Context: an optimization exercise on an open-source flow, tuned for small area. The choices shown serve that exercise and are no tape-out recipe.
In this exercise RTL edits were held to simulation tests only and were not proved equivalent to the original.
Power figures rest on the tool's default switching activity, not on a simulated workload.

File: flow/design.v
`timescale          1ns/1ns
`default_nettype    none
module EF_TCC32 (		
    input   wire            clk,
    input   wire	        rst_n,
    input	wire	        ctr_in,
    input   wire [31:0]     period,
    input   wire [31:0]     ctr_match,
    output  reg  [31:0]     tmr,
    output  reg  [31:0]     cp_count,
    input   wire [ 3:0]     clk_src,
    output  wire	        to_flag,
    output  wire            match_flag,
    input	wire	        tmr_en,
    input	wire	        one_shot,
    input	wire	        up,
    input   wire            cp_en,
    input   wire [1:0]      cp_event,
    output  wire            cp_flag,
    input   wire            en
);
    wire            ctr_clk;
    reg			    stop;
    reg			    pwm_out;
    assign to_flag = up ? (tmr == period) : (tmr == 32'b0);
    reg	ctr_in_sync [1:0];
    always @(posedge clk) begin
        ctr_in_sync[0] <= ctr_in;
        ctr_in_sync[1] <= ctr_in_sync[0];
    end
    assign ctr_clk = ctr_in_sync[1];
    reg [7:0] pre;
    always @(posedge clk or negedge rst_n)
        if(!rst_n)
            pre <= 8'd0;
        else
            if(en)
                pre <= pre + 1'd1;
    wire        tmr_clk;
    wire        tmr_clk_src;
    assign tmr_clk_src =    (clk_src[3] == 1'b0)    ? pre[clk_src[2:0]] :
                            (clk_src == 4'd9)       ? ctr_clk           : 1'b1;
    reg         tmr_clk_src_delayed;
    always @(posedge clk or negedge rst_n)
        if(!rst_n)
            tmr_clk_src_delayed <= 1'b0;
        else
            tmr_clk_src_delayed <= tmr_clk_src;
    assign tmr_clk =    (clk_src == 4'd8)   ? 1'b1 : ~tmr_clk_src_delayed & tmr_clk_src;
    always @ (posedge clk or negedge rst_n) begin
        if(!rst_n)
            tmr <= 32'b0;
        else
            if(~tmr_en)
                tmr <= up ? 32'b0 : period;
            else if(to_flag)
                tmr <= up ? 32'b0 : period;
            else if(~stop & tmr_clk)
                tmr <= up ? (tmr + 32'b1) : (tmr - 32'b1);
    end
    always @ (posedge clk or negedge rst_n)
        if(!rst_n)
            stop <= 1'b0;
        else if(~tmr_en)
            stop <= 1'b0;
        else if(to_flag & one_shot)
            stop <= 1'b1;
    reg [31:0]  cp_ctr;
    reg         cp_counting;
    wire        cp_pos, cp_neg;
    reg         ctr_in_sync_delayed;
    always @(posedge clk)
        ctr_in_sync_delayed <= ctr_in_sync[1];
    assign cp_pos = ~ctr_in_sync_delayed & ctr_in_sync[1];
    assign cp_neg = ctr_in_sync_delayed & ~ctr_in_sync[1];
    always @(posedge clk or negedge rst_n)
        if(!rst_n)
            cp_counting <= 1'b0;
        else if(!cp_en)
            cp_counting <= 1'b0;
        else if(cp_event[0] & cp_pos) 
            cp_counting <= ~cp_counting;
        else if(cp_event[1] & cp_neg)
            cp_counting <= ~cp_counting;
    always @(posedge clk or negedge rst_n)
        if(!rst_n)
            cp_ctr <= 32'd0;
        else if(!cp_counting)
            cp_ctr <= 32'd0;
        else if(tmr_clk)
            cp_ctr <= cp_ctr + 1'b1;
    reg cp_counting_delayed;
    always @(posedge clk or negedge rst_n)
        if(!rst_n)
            cp_counting_delayed <= 1'b0;
        else
            cp_counting_delayed <= cp_counting;
    assign cp_flag = cp_counting_delayed & ~cp_counting;
    always @(posedge clk or negedge rst_n)
    if(!rst_n)
        cp_count <= 32'd0;
    else if(cp_flag) 
        cp_count <= cp_ctr;
    reg     match;
    wire    ctr_mode = (clk_src == 4'd9);
    always @(posedge clk or negedge rst_n)
    if(!rst_n)
        match <= 1'b0;    
    else
        if(tmr == ctr_match && ctr_mode == 1'b1)
            match <= 1'b1;
        else
            match <= 1'b0;
    reg match_delayed;
    always @(posedge clk or negedge rst_n)
        if(!rst_n)
            match_delayed <= 1'b0;
        else
            match_delayed <= match;
    assign match_flag = match & ~match_delayed;
endmodule
`timescale			1ns/1ns
`default_nettype	none
module EF_TCC32_apb (
	input	wire 		ext_clk,
	input	wire 		PCLK,
	input	wire 		PRESETn,
	input	wire [31:0]	PADDR,
	input	wire 		PWRITE,
	input	wire 		PSEL,
	input	wire 		PENABLE,
	input	wire [31:0]	PWDATA,
	output	wire [31:0]	PRDATA,
	output	wire 		PREADY,
	output	wire 		irq
);
	localparam[15:0] TIMER_REG_ADDR = 16'h0000;
	localparam[15:0] PERIOD_REG_ADDR = 16'h0004;
	localparam[15:0] COUNTER_REG_ADDR = 16'h0008;
	localparam[15:0] COUNTER_MATCH_REG_ADDR = 16'h000c;
	localparam[15:0] CONTROL_REG_ADDR = 16'h0010;
	localparam[15:0] ICR_REG_ADDR = 16'h0f00;
	localparam[15:0] RIS_REG_ADDR = 16'h0f04;
	localparam[15:0] IM_REG_ADDR = 16'h0f08;
	localparam[15:0] MIS_REG_ADDR = 16'h0f0c;
	reg	[31:0]	PERIOD_REG;
	reg	[31:0]	COUNTER_MATCH_REG;
	reg	[31:0]	CONTROL_REG;
	reg	[2:0]	RIS_REG;
	reg	[2:0]	ICR_REG;
	reg	[2:0]	IM_REG;
	wire[31:0]	tmr;
	wire[31:0]	TIMER_REG	= tmr;
	wire[31:0]	period	= PERIOD_REG[31:0];
	wire[31:0]	cp_count;
	wire[31:0]	COUNTER_REG	= cp_count;
	wire[31:0]	ctr_match	= COUNTER_MATCH_REG[31:0];
	wire		en	= CONTROL_REG[0:0];
	wire		tmr_en	= CONTROL_REG[1:1];
	wire		cp_en	= CONTROL_REG[3:3];
	wire[3:0]	clk_src	= CONTROL_REG[11:8];
	wire		up	= CONTROL_REG[16:16];
	wire		one_shot	= CONTROL_REG[17:17];
	wire[1:0]	cp_event	= CONTROL_REG[25:24];
	wire		to_flag;
	wire		_TO_FLAG_	= to_flag;
	wire		cp_flag;
	wire		_CP_FLAG_	= cp_flag;
	wire		match_flag;
	wire		_MATCH_FLAG_	= match_flag;
	wire[2:0]	MIS_REG	= RIS_REG & IM_REG;
	wire		ctr_in	= ext_clk;
	wire		apb_valid	= PSEL & PENABLE;
	wire		apb_we	= PWRITE & apb_valid;
	wire		apb_re	= ~PWRITE & apb_valid;
	wire		_clk_	= PCLK;
	wire		_rst_	= ~PRESETn;
	EF_TCC32 inst_to_wrap (
		.clk(_clk_),
		.rst_n(~_rst_),
		.ctr_in(ctr_in),
		.period(period),
		.ctr_match(ctr_match),
		.tmr(tmr),
		.cp_count(cp_count),
		.clk_src(clk_src),
		.to_flag(to_flag),
		.match_flag(match_flag),
		.tmr_en(tmr_en),
		.one_shot(one_shot),
		.up(up),
		.cp_en(cp_en),
		.cp_event(cp_event),
		.cp_flag(cp_flag),
		.en(en)
	);
	always @(posedge PCLK or negedge PRESETn) if(~PRESETn) PERIOD_REG <= 0; else if(apb_we & (PADDR[15:0]==PERIOD_REG_ADDR)) PERIOD_REG <= PWDATA[32-1:0];
	always @(posedge PCLK or negedge PRESETn) if(~PRESETn) COUNTER_MATCH_REG <= 0; else if(apb_we & (PADDR[15:0]==COUNTER_MATCH_REG_ADDR)) COUNTER_MATCH_REG <= PWDATA[32-1:0];
	always @(posedge PCLK or negedge PRESETn) if(~PRESETn) CONTROL_REG <= 0; else if(apb_we & (PADDR[15:0]==CONTROL_REG_ADDR)) CONTROL_REG <= PWDATA[32-1:0];
	always @(posedge PCLK or negedge PRESETn) if(~PRESETn) IM_REG <= 0; else if(apb_we & (PADDR[15:0]==IM_REG_ADDR)) IM_REG <= PWDATA[3-1:0];
	always @(posedge PCLK or negedge PRESETn) if(~PRESETn) ICR_REG <= 3'b0; else if(apb_we & (PADDR[15:0]==ICR_REG_ADDR)) ICR_REG <= PWDATA[3-1:0]; else ICR_REG <= 3'd0;
	always @(posedge PCLK or negedge PRESETn)
		if(~PRESETn) RIS_REG <= 3'd0;
		else begin
			if(_TO_FLAG_) RIS_REG[0] <= 1'b1; else if(ICR_REG[0]) RIS_REG[0] <= 1'b0;
			if(_CP_FLAG_) RIS_REG[1] <= 1'b1; else if(ICR_REG[1]) RIS_REG[1] <= 1'b0;
			if(_MATCH_FLAG_) RIS_REG[2] <= 1'b1; else if(ICR_REG[2]) RIS_REG[2] <= 1'b0;
		end
	assign irq = |MIS_REG;
	assign	PRDATA = 
			(PADDR[15:0] == PERIOD_REG_ADDR) ? PERIOD_REG :
			(PADDR[15:0] == COUNTER_MATCH_REG_ADDR) ? COUNTER_MATCH_REG :
			(PADDR[15:0] == CONTROL_REG_ADDR) ? CONTROL_REG :
			(PADDR[15:0] == RIS_REG_ADDR) ? RIS_REG :
			(PADDR[15:0] == ICR_REG_ADDR) ? ICR_REG :
			(PADDR[15:0] == IM_REG_ADDR) ? IM_REG :
			(PADDR[15:0] == TIMER_REG_ADDR) ? TIMER_REG :
			(PADDR[15:0] == COUNTER_REG_ADDR) ? COUNTER_REG :
			(PADDR[15:0] == MIS_REG_ADDR) ? MIS_REG :
			32'hDEADBEEF;
	assign PREADY = 1'b1;
endmodule
File: flow/constraint.sdc
create_clock -name core_clock -period 10.0 [get_ports {PCLK}]
set_input_delay 2.0000 -clock core_clock [delete_from_list [all_inputs] [get_ports {PCLK}]]
set_output_delay 2.0000 -clock core_clock [all_outputs]
set_load 0.01 [all_outputs]
File: flow/run.sh
#!/bin/bash
# synth_recipe.tcl (not shown) runs the flow's synth.tcl, then flattens the netlist and writes it again
# the make line also repeats each setting of config.mk as NAME=value (left out here)
make -C /OpenROAD-flow-scripts/flow DESIGN_CONFIG=/design/flow/config.mk WORK_HOME=/design/flow/orfs CLKGATE_MAP_FILE= SYNTH_SCRIPT=/design/flow/synth_recipe.tcl finish
File: flow/config.mk
export PLATFORM = sky130hd
export DESIGN_NAME = EF_TCC32_apb
export DESIGN_NICKNAME = EF_TCC32_apb
export VERILOG_FILES = /design/flow/design.v
export SDC_FILE = /design/flow/constraint.sdc
export NUM_CORES = 4
export LEC_CHECK = 0
export CAP_MARGIN = 20
export CORE_MARGIN = 2
export CORE_UTILIZATION = 40
export SLEW_MARGIN = 20
==> notes.md <==
Die H around 180 um; total CTS buffers 23; Cell variety after synth 67; Cells after DPL 1,720; Pre-antenna DRT Iters 5; Synth Net Count 1,392; Via density between 5 and 6; r2r setup slk 5670 ps; cts repair resizes 0; Worst path slowest cell nand2b_1; Max IR drop VDD 80.8 uV; Worst Hold Depth 0; Leak approximately 0.0067 uW; Syn Inst Count roughly 1,300; highest-count cells in the layout ignoring fill and taps dfrtp_1 (215), mux2_2 (130), o21ai_0 (100), nand2_1 (94), xnor2_1 (92); initial drt markers 603; pin slew with the least headroom to its limit 1130 ps; Filler cells slightly below 3,000; Most used DFF post-synth dfrtp_1; Post-synth EDFFs 0; total track usage 0.219; global-route wire length before repair 56,900 um; count of input and output buffers 86; status complete, no violations; fmax 0.123 GHz; RSZ-0062 raised after global routing false; sequential share of the synthesized area 0.431; Post-Syn Area per Cell 9.80 sq um; register bit count reported by yosys 218; commonest non-fill, non-tap cell in the layout dfrtp_1; Worst Path Max Fanout 34; critical path class input port to output pin; Die X 182 um; GR Overflow Total 0; # IOs 104; vias in the first global route 9,759; Final Max Tran Viols 0; post-layout min period ~8100 ps; drt drc 0; buffers and inverters on the worst path 3; Critical Path End Type output pin; PD cells ~120 mW/mm^2; Routed Antenna Nets 0; HP Class flip-flop to flip-flop; final non-filler cell total 1,762; largest net degree at the start of global routing 140; Hold Violations, Final 0; Final setup viols 0; Critical Path AT approximately 6000 ps; max incr delay on CP 860 ps; period utilisation layout 0.815; routability cong. 0.847; H-tree depth 1; Setup TNS Final 0 ps; asr flop ratio synth 0.986; most numerous cell on the critical path o21ai_0; Max Cap Viol 0; Cell Area, Synth 0.0126 sq mm; crit start category input port; row count 65; Initial Utilization 0.404; Largest delay share family, worst path simple AND/OR/NAND/NOR gates; clock buffer depth 3; Reg clk slew, reported paths about 60 ps; core area around 0.031 sq mm; initial antenna violation count 0; CTS root buf clkbuf_16; DR WL/cell approximately 21 um; critical path depth 12; share of cells above drive strength 1 0.149; yosys warns 3; area grow syn2layout 16.0%; clk latency of the worst-skew pair 530 ps; R2R depth 13; Die ar. 0.0330 sq mm; hpwl dp 25,500 um; worst path required time 8000 ps; crit path cell chain clkdlybuf4s50_1, nor4_2, nand2_1, nor2_1, and4_1, buf_4, or2_2, nand2b_1, o21ai_0, o21ai_0, o21ai_0, clkdlybuf4s50_1; Ant. Diodes 0; final-stage net count 1,447; routed via count between 9,000 and 10,000; clock sink total 218; hold_buf cts 0; DRT Wirelength 36,200 um; CTS tree built; Slew HR 0.248; clk_skew 27.8 ps; post-CTS setup buffer count 0
## worst register-to-register path, cell delays in order, from the launching register on
cell and delay, ps:
dfrtp_1 490, inv_2 370, buf_4 520, ha_1 400, a21o_1 220, a31o_1 220
a31oi_4 240, a41oi_4 190, a221o_1 370, or4_1 460, a31oi_2 340, mux2i_1 220
o21ai_1 80, o21ai_1 120
## routing by layer
metal / routed length, um / vias to the layer above / GRT usage
li1: - / 4752 / -
met1: 17000 / 4928 / 0.313
met2: 16300 / 242 / 0.342
met3: 1480 / 64 / 0.0239
met4: 1410 / 0 / 0.0865
met5: 0 / - / 0
## cell usage after synthesis (32+ instances only)
cell,instances,share of area
mux2_2,130,0.12
nor2_1,81,0.024
clkbuf_1,48,0.014
ha_1,32,0.032
xnor2_1,92,0.064
dfrtp_1,215,0.43
nor3_1,38,0.015
nand3_1,56,0.022
o21ai_0,100,0.040
a21oi_1,69,0.027
xor2_1,34,0.024
nand2_1,95,0.028
and2_1,32,0.016
## cells by family after synthesis
| group | Yosys count | share of synthesized area |
|---|---|---|
| AOI/OAI and AO/OA | 285 | 0.138 |
| xor gates and xnor gates | 126 | 0.0873 |
| adders and majority gates | 33 | 0.0333 |
| buffers and inverters | 88 | 0.0284 |
| DFF | 218 | 0.431 |
| muxes | 144 | 0.129 |
| other | 1 | 0.000297 |
| and+or+nand+nor | 394 | 0.154 |
## path summary, 6_finish.rpt
path / startpoint / endpoint
min in group asynchronous: PRESETn / inst_to_wrap.pre[1]$_DFFE_PN0P_
max reg2reg: CONTROL_REG[16]$_DFFE_PN0P_ / inst_to_wrap.tmr[31]$_DFFE_PN0P_
max: PADDR[13] / PRDATA[31]
min: inst_to_wrap.ctr_in_sync[0]$_DFF_P_ / inst_to_wrap.ctr_in_sync[1]$_DFF_P_
max in group asynchronous: PRESETn / inst_to_wrap.cp_count[28]$_DFFE_PN0P_
min reg2reg: inst_to_wrap.ctr_in_sync[0]$_DFF_P_ / inst_to_wrap.ctr_in_sync[1]$_DFF_P_
## power by group
| part | switching (uW) | internal [uW] | leakage (uW) |
|---|---|---|---|
| clock network | 359 | 525 | 0.000392 |
| logic | 29.4 | 21.3 | 0.00331 |
| registers | 0.674 | 882 | 0.00302 |
## registers in the layout (all words and copies together) (netlist names), 2 cells and up
name / flops
inst_to_wrap.pre: 8
inst_to_wrap.cp_ctr: 32
inst_to_wrap.ctr_in_sync: 2
inst_to_wrap.cp_count: 32
ICR_REG: 3
CONTROL_REG: 32
RIS_REG: 3
IM_REG: 3
COUNTER_MATCH_REG: 32
inst_to_wrap.tmr: 32
PERIOD_REG: 32
## cell type report
cell class | count | area (sq um) | area share
Tap cell | 402 | 503 | 0.0343
Inverter | 17 | 63.8 | 0.00435
Multi-Input combinational cell | 983 | 6870 | 0.469
Clock buffer | 32 | 679 | 0.0464
Clock inverter | 9 | 98.8 | 0.00674
Timing Repair Buffer | 101 | 998 | 0.0681
Sequential cell | 218 | 5440 | 0.371
## stage by stage
step                      utilization  total power (uW)  hold WS (ps)  instance area [sq um]  setup slack, ps
final                           0.468              1820           334                  14700             1850
after detailed placement        0.442               950           323                  13800             1950
after global routing            0.468              1870           352                  14700             1600
after CTS                       0.467              1830           337                  14600             1950
after floorplan                     -               903           310                  12600             4100
after global placement          0.442               950           312                  13800             1950

## re-timing with driven ports
The flow's constraints put no driver on any port. The routed layout listed below was extracted and timed again, unchanged, in two steps. Step 1: set_driving_cell puts a clkbuf_16 on PCLK and a buf_2 on each other input, an assumption about the parent block. Step 2 also shifts input and output timing later by t, the mid clock arrival at the registers, as if the neighbouring blocks saw the same clock. Slacks: no drivers / after step 1 / after step 2; pairs: no drivers / after step 1.
t, ns: 0.559
slack for setup (ns): 1.850 / 1.830 / 1.830
slew at the worst register clock pin (ns): 0.06 / 0.06
After both steps this run still meets setup and hold. For this run, drivers alone change the setup slack by -0.020 ns; drivers and shift together by -0.020 ns.
